This is an optimization exercise on Yosys and OpenROAD, whose aim is small area, not a production implementation.
Where RTL was checked, it was by simulation tests only, not by an equivalence proof against the original.
Power and IR drop assume default switching activity. The flow treats the clock pin as an ideal source, which a real chip does not have.

Design rmii_axis_v1_0, start of the top module:
module rmii_axis_v1_0 #
  (
   parameter [7:0]  FPGA_IP_1 = 10,
   parameter [7:0]  FPGA_IP_2 = 0,
   parameter [7:0]  FPGA_IP_3 = 0,
   parameter [7:0]  FPGA_IP_4 = 240,
   parameter [7:0]  HOST_IP_1 = 10,
   parameter [7:0]  HOST_IP_2 = 0,
   parameter [7:0]  HOST_IP_3 = 0,
   parameter [7:0]  HOST_IP_4 = 10,
   parameter [15:0] FPGA_PORT = 17767,
   parameter [15:0] HOST_PORT = 17767,
   parameter [47:0] FPGA_MAC = 48'he86a64e7e830,
   parameter [47:0] HOST_MAC = 48'he86a64e7e829,
   parameter [15:0] HEADER_CHECKSUM = 16'h65b3,
   parameter	    CHECK_DESTINATION = 1
   )
   (
    input wire		aclk,
    input wire		aresetn,
    input wire		ETH_CRSDV,
    input wire [1:0]	ETH_RXD,
    output wire		ETH_TXEN,
    output wire [1:0]	ETH_TXD,
    output wire		m00_axis_tvalid,
    output wire [7 : 0]	m00_axis_tdata,
    output wire		m00_axis_tlast,
    output wire		s00_axis_tready,
    input wire [7 : 0]	s00_axis_tdata,
    input wire		s00_axis_tlast,
    input wire [11:0]	s00_axis_tuser,
    input wire		s00_axis_tvalid
    );
==> flow/config.mk <==
export PLATFORM = sky130hd
export DESIGN_NAME = rmii_axis_v1_0
export DESIGN_NICKNAME = rmii_axis_v1_0
export VERILOG_FILES = /design/flow/design.v
export SDC_FILE = /design/flow/constraint.sdc
export NUM_CORES = 4
export LEC_CHECK = 0
export CAP_MARGIN = 20
export CORE_MARGIN = 2
export CORE_UTILIZATION = 65
export SLEW_MARGIN = 20
==> flow/constraint.sdc <==
create_clock -name core_clock -period 10.0 [get_ports {aclk}]
set_input_delay 2.0000 -clock core_clock [delete_from_list [all_inputs] [get_ports {aclk}]]
set_output_delay 2.0000 -clock core_clock [all_outputs]
set_load 0.01 [all_outputs]
run.sh (not shown) runs the stock make flow with config.mk's settings and CLKGATE_MAP_FILE= SYNTH_SCRIPT=/design/flow/synth_recipe.tcl, a recipe that flattens the netlist after the stock synthesis.
The first run went through all stages and came out clean.
Then changed:
CORE_UTILIZATION = 85   (was 65)
What happened: This time the run ended with an error in 5_1_grt; synthesized area is unchanged; synthesized cell count is unchanged.
Function was not checked in any run of this note: the RTL went through the layout flow alone.


Another version of the RTL of rmii_axis_v1_0 (not shown whole).
Size: roughly 1,300 cells after synthesis, roughly 660 flip-flops, ~41 I/O pins, ~23,000 um2 of cells after synthesis.
export LEC_CHECK = 0
export CAP_MARGIN = 20
export CORE_MARGIN = 2
export CORE_UTILIZATION = 65
export SLEW_MARGIN = 20
create_clock -name core_clock -period 10.0 [get_ports {aclk}]
standard.sh (not shown) runs the stock make flow with config.mk's settings and CLKGATE_MAP_FILE= SYNTH_SCRIPT=/design/flow/synth_recipe.tcl, a recipe that flattens the netlist after the stock synthesis.
==> flow/flow/run.sh <==
#!/bin/bash
# The standard layout (standard.sh), with two changes to how it is made:
#  - ports are buffered with the smallest buffer instead of the default
#    clkdlybuf4s50_1 (every input and output port still gets a buffer);
#  - clock tree synthesis uses larger sink clusters of clkbuf_8 leaves and
#    no dummy loads.
# Synthesis, floorplan, power grid, tap cells, placement and routing are
# the standard flow's.  The make output goes to standard.log.
set -euo pipefail
export BUFFER_PORTS_ARGS="-buffer_cell sky130_fd_sc_hd__buf_1"
export CTS_ARGS="-sink_clustering_enable -repair_clock_nets -dont_use_dummy_load -buf_list sky130_fd_sc_hd__clkbuf_8 -sink_clustering_size 20 -sink_clustering_max_diameter 60"
bash standard.sh > standard.log 2>&1
Next try:
--- a/flow/flow/run.sh
+++ b/flow/flow/run.sh
@@ -10,3 +10,3 @@
 export BUFFER_PORTS_ARGS="-buffer_cell sky130_fd_sc_hd__buf_1"
-export CTS_ARGS="-sink_clustering_enable -repair_clock_nets -dont_use_dummy_load -buf_list sky130_fd_sc_hd__clkbuf_8 -sink_clustering_size 20 -sink_clustering_max_diameter 60"
+export CTS_ARGS="-sink_clustering_enable -repair_clock_nets -dont_use_dummy_load -buf_list sky130_fd_sc_hd__clkbuf_8 -sink_clustering_size 18 -sink_clustering_max_diameter 50"
 bash standard.sh > standard.log 2>&1
Effect: Sequential cell count is unchanged; worst setup slack is about the same; design area barely changes; utilization is higher by 0.16 points; routed wire length climbs by 0.57%; first-iteration DRC count went up by 12%; final cell count hardly moves; register-to-register slack gets better by 0.02 ns; clock power climbs by about 5%; via count is about the same; maximum frequency hardly moves.
No run of this note included a check of the RTL's function; only the layout flow was run.


## v7
Another version of the RTL of rmii_axis_v1_0 (not shown whole).
Size: about 1400 cells after synthesis, roughly 660 flip-flops, ~41 I/O pins, ~23000 sq um of cells after synthesis.
==> flow/config.mk <==
export PLATFORM = sky130hd
export DESIGN_NAME = rmii_axis_v1_0
export DESIGN_NICKNAME = rmii_axis_v1_0
export VERILOG_FILES = /design/flow/design.v
export SDC_FILE = /design/flow/constraint.sdc
export NUM_CORES = 4
export LEC_CHECK = 0
export CAP_MARGIN = 20
export CORE_MARGIN = 2
export CORE_UTILIZATION = 65
export SLEW_MARGIN = 20
==> flow/constraint.sdc <==
create_clock -name core_clock -period 10.0 [get_ports {aclk}]
set_input_delay 2.0000 -clock core_clock [delete_from_list [all_inputs] [get_ports {aclk}]]
set_output_delay 2.0000 -clock core_clock [all_outputs]
set_load 0.01 [all_outputs]
==> flow/flow/run.sh <==
#!/bin/bash
# The standard layout (standard.sh), with two changes to how it is made:
#  - ports are buffered with the smallest buffer instead of the default
#    clkdlybuf4s50_1 (every input and output port still gets a buffer);
#  - clock tree synthesis uses larger sink clusters of clkbuf_8 leaves and
#    no dummy loads.
# Synthesis, floorplan, power grid, tap cells, placement and routing are
# the standard flow's.  The make output goes to standard.log.
set -euo pipefail
export BUFFER_PORTS_ARGS="-buffer_cell sky130_fd_sc_hd__buf_1"
export CTS_ARGS="-sink_clustering_enable -repair_clock_nets -dont_use_dummy_load -buf_list sky130_fd_sc_hd__clkbuf_8 -sink_clustering_size 20 -sink_clustering_max_diameter 60"
bash standard.sh > standard.log 2>&1
v7: no failed stages, no open violations at the end
diff inputs: v7 => v9
- a change of CORE_UTILIZATION from 65 to 75
diff --git a/flow/flow/run.sh b/flow/flow/run.sh
--- a/flow/flow/run.sh
+++ b/flow/flow/run.sh
@@ -3,5 +3,5 @@
 #  - ports are buffered with the smallest buffer instead of the default
 #    clkdlybuf4s50_1 (every input and output port still gets a buffer);
-#  - clock tree synthesis uses larger sink clusters of clkbuf_8 leaves and
+#  - clock tree synthesis uses larger sink clusters of clkbuf_16 leaves and
 #    no dummy loads.
 # Synthesis, floorplan, power grid, tap cells, placement and routing are
Notes after the runs:
Number of design rule violations left after detail routing: v9 vs v7 identical. Sort v9 and v7 by met2 demand-to-capacity share in global routing, descending, and v9 comes first. A highest-delay cell along the critical path of sky130_fd_sc_hd__ha_1 is what v9 shows, while sky130_fd_sc_hd__o31ai_1 belongs to v7. v9 vs. v7: overall routing resource usage rose by 5.2 points; fraction of power consumed by the clock network shows no meaningful change; power density over cell area went up by about 0.64%; worst hold slack across all endpoints now smaller. Diode insertion count for antenna repair: v9 vs v7 up 2.
> inputs changed (v9 -> v52)
- swapping 75 for 65 in CORE_UTILIZATION
diff --git a/flow/flow/run.sh b/flow/flow/run.sh
--- a/flow/flow/run.sh
+++ b/flow/flow/run.sh
@@ -9,4 +9,4 @@
 set -euo pipefail
 export BUFFER_PORTS_ARGS="-buffer_cell sky130_fd_sc_hd__buf_1"
-export CTS_ARGS="-sink_clustering_enable -repair_clock_nets -dont_use_dummy_load -buf_list sky130_fd_sc_hd__clkbuf_8 -sink_clustering_size 20 -sink_clustering_max_diameter 60"
+export CTS_ARGS="-sink_clustering_enable -repair_clock_nets -dont_use_dummy_load -buf_list sky130_fd_sc_hd__clkbuf_4 -sink_clustering_size 12 -sink_clustering_max_diameter 40"
 bash standard.sh > standard.log 2>&1
--- outcome ---
On wire length of the first global-routing pass, v52 does better than v9. Non-clock buffer count (higher): v9. Delta (v52 minus v9): switching power total increased by 1.6% relative to the old numbers; setup slack has decreased.
Changes in v17 relative to v52:
diff --git a/flow/flow/run.sh b/flow/flow/run.sh
--- a/flow/flow/run.sh
+++ b/flow/flow/run.sh
@@ -9,4 +9,4 @@
 set -euo pipefail
 export BUFFER_PORTS_ARGS="-buffer_cell sky130_fd_sc_hd__buf_1"
-export CTS_ARGS="-sink_clustering_enable -repair_clock_nets -dont_use_dummy_load -buf_list sky130_fd_sc_hd__clkbuf_4 -sink_clustering_size 12 -sink_clustering_max_diameter 40"
+export CTS_ARGS="-sink_clustering_enable -repair_clock_nets -dont_use_dummy_load -buf_list sky130_fd_sc_hd__clkbuf_16 -sink_clustering_size 38 -sink_clustering_max_diameter 70"
 bash standard.sh > standard.log 2>&1
Results
Summary of v17 over v52: total detailed-routing wirelength shrank by 1.6%, total power climbed 6.1%, share of power burned in combinational logic moved down, met1 capacity usage during global routing did not really move, global-route usage now smaller.
NOTE: sequential share of layout area in v17 falls short of that of v52
Looking at v17 and v52, the arrival time of the worst setup path is a wash.
Taking v52 as the reference point, the share of power burned in the clock network of v17 rises by 4.3 points.
Changes in v18 relative to v17:
- a change of CORE_UTILIZATION from 65 to 75
diff --git a/flow/flow/run.sh b/flow/flow/run.sh
--- a/flow/flow/run.sh
+++ b/flow/flow/run.sh
@@ -9,4 +9,4 @@
 set -euo pipefail
 export BUFFER_PORTS_ARGS="-buffer_cell sky130_fd_sc_hd__buf_1"
-export CTS_ARGS="-sink_clustering_enable -repair_clock_nets -dont_use_dummy_load -buf_list sky130_fd_sc_hd__clkbuf_16 -sink_clustering_size 38 -sink_clustering_max_diameter 70"
+export CTS_ARGS="-sink_clustering_enable -repair_clock_nets -dont_use_dummy_load -buf_list sky130_fd_sc_hd__clkbuf_16 -sink_clustering_size 30 -sink_clustering_max_diameter 80"
 bash standard.sh > standard.log 2>&1
Findings:
From v18 to v17, worst hold path stage count did not move at all.
Changes observed in v18 relative to v17: via count of the first global-routing pass increased about 6.6%, relative contribution of the clock network to total power decreased 2.5 points, number of standard cells in the final layout excluding fillers decreased about 4%, final period demand of the worst path decreased 0.037 ns, synthesized area essentially unchanged.
Setup changes, v18 to v21
- CTS_CLUSTER_DIAMETER newly set to 80
- CORE_UTILIZATION changed from 75 to 65
- CTS_CLUSTER_SIZE newly set to 28
- CTS_BUF_LIST newly set to sky130_fd_sc_hd__clkbuf_16
==> flow/run.sh (new file) <==
#!/bin/bash
# synth_recipe.tcl (not shown) runs the flow's synth.tcl, then flattens the netlist and writes it again
# the make line also repeats each setting of config.mk as NAME=value (left out here)
make -C /OpenROAD-flow-scripts/flow DESIGN_CONFIG=/design/flow/config.mk WORK_HOME=/design/flow/orfs CLKGATE_MAP_FILE= SYNTH_SCRIPT=/design/flow/synth_recipe.tcl finish
removed: flow/flow/run.sh
removed: flow/standard.sh
### Flow results
- Sort v18 and v21 by register-to-register path setup slack, ascending, and v18 comes first.
- Compared with v18, v21 degrades overall power.
- Comparing relative contribution of combinational cells to total power for v18 and v21, the smaller number came from v21.
- Summary — met3 wire length, v21 relative to v18: lower, by 40%.
- Going from v18 to v21, the die area was found to have gone up by about 15%.
- From v18 to v21 the numbers moved as follows: via count of the first global-routing pass lost about 9%; number of buffers added by the clock tree synthesis step picked up an extra 7.7%.

-- static timing again, ports no longer ideal --
No port has a modelled driver above. Below, the same layouts with a new extraction and two added sets of constraints.
Step 1: set_driving_cell puts a clkbuf_16 on aclk and a buf_2 on each other input, an assumption about the parent block.
Step 2 adds t to the input delays and takes it off the output delays; t is the mean of the earliest and latest rising clock arrival at the registers after step 1. Input paths then give back, and output paths get back, about the clock's delay inside the block.
Slacks: ideal / step 1 / step 2; pairs: ideal / step 1.
run	t, ns	setup slack, ns	latest minus earliest clock arrival (ns)
the first run of note 1	0.667	3.598 / 3.570 / 3.570	0.027 / 0.027
the first run of note 2	0.602	4.331 / 4.306 / 4.306	0.083 / 0.083
the second run of note 2	0.641	4.333 / 4.308 / 4.308	0.086 / 0.086
v7	0.619	4.440 / 4.413 / 4.413	0.039 / 0.039
v9	0.607	4.467 / 4.438 / 4.438	0.067 / 0.067
v52	0.758	4.437 / 4.410 / 4.410	0.116 / 0.116
v17	0.559	4.428 / 4.402 / 4.402	0.071 / 0.071
v18	0.602	4.465 / 4.436 / 4.436	0.039 / 0.038
v21	0.623	3.738 / 3.711 / 3.711	0.019 / 0.019
After both steps every run listed still meets setup and hold.
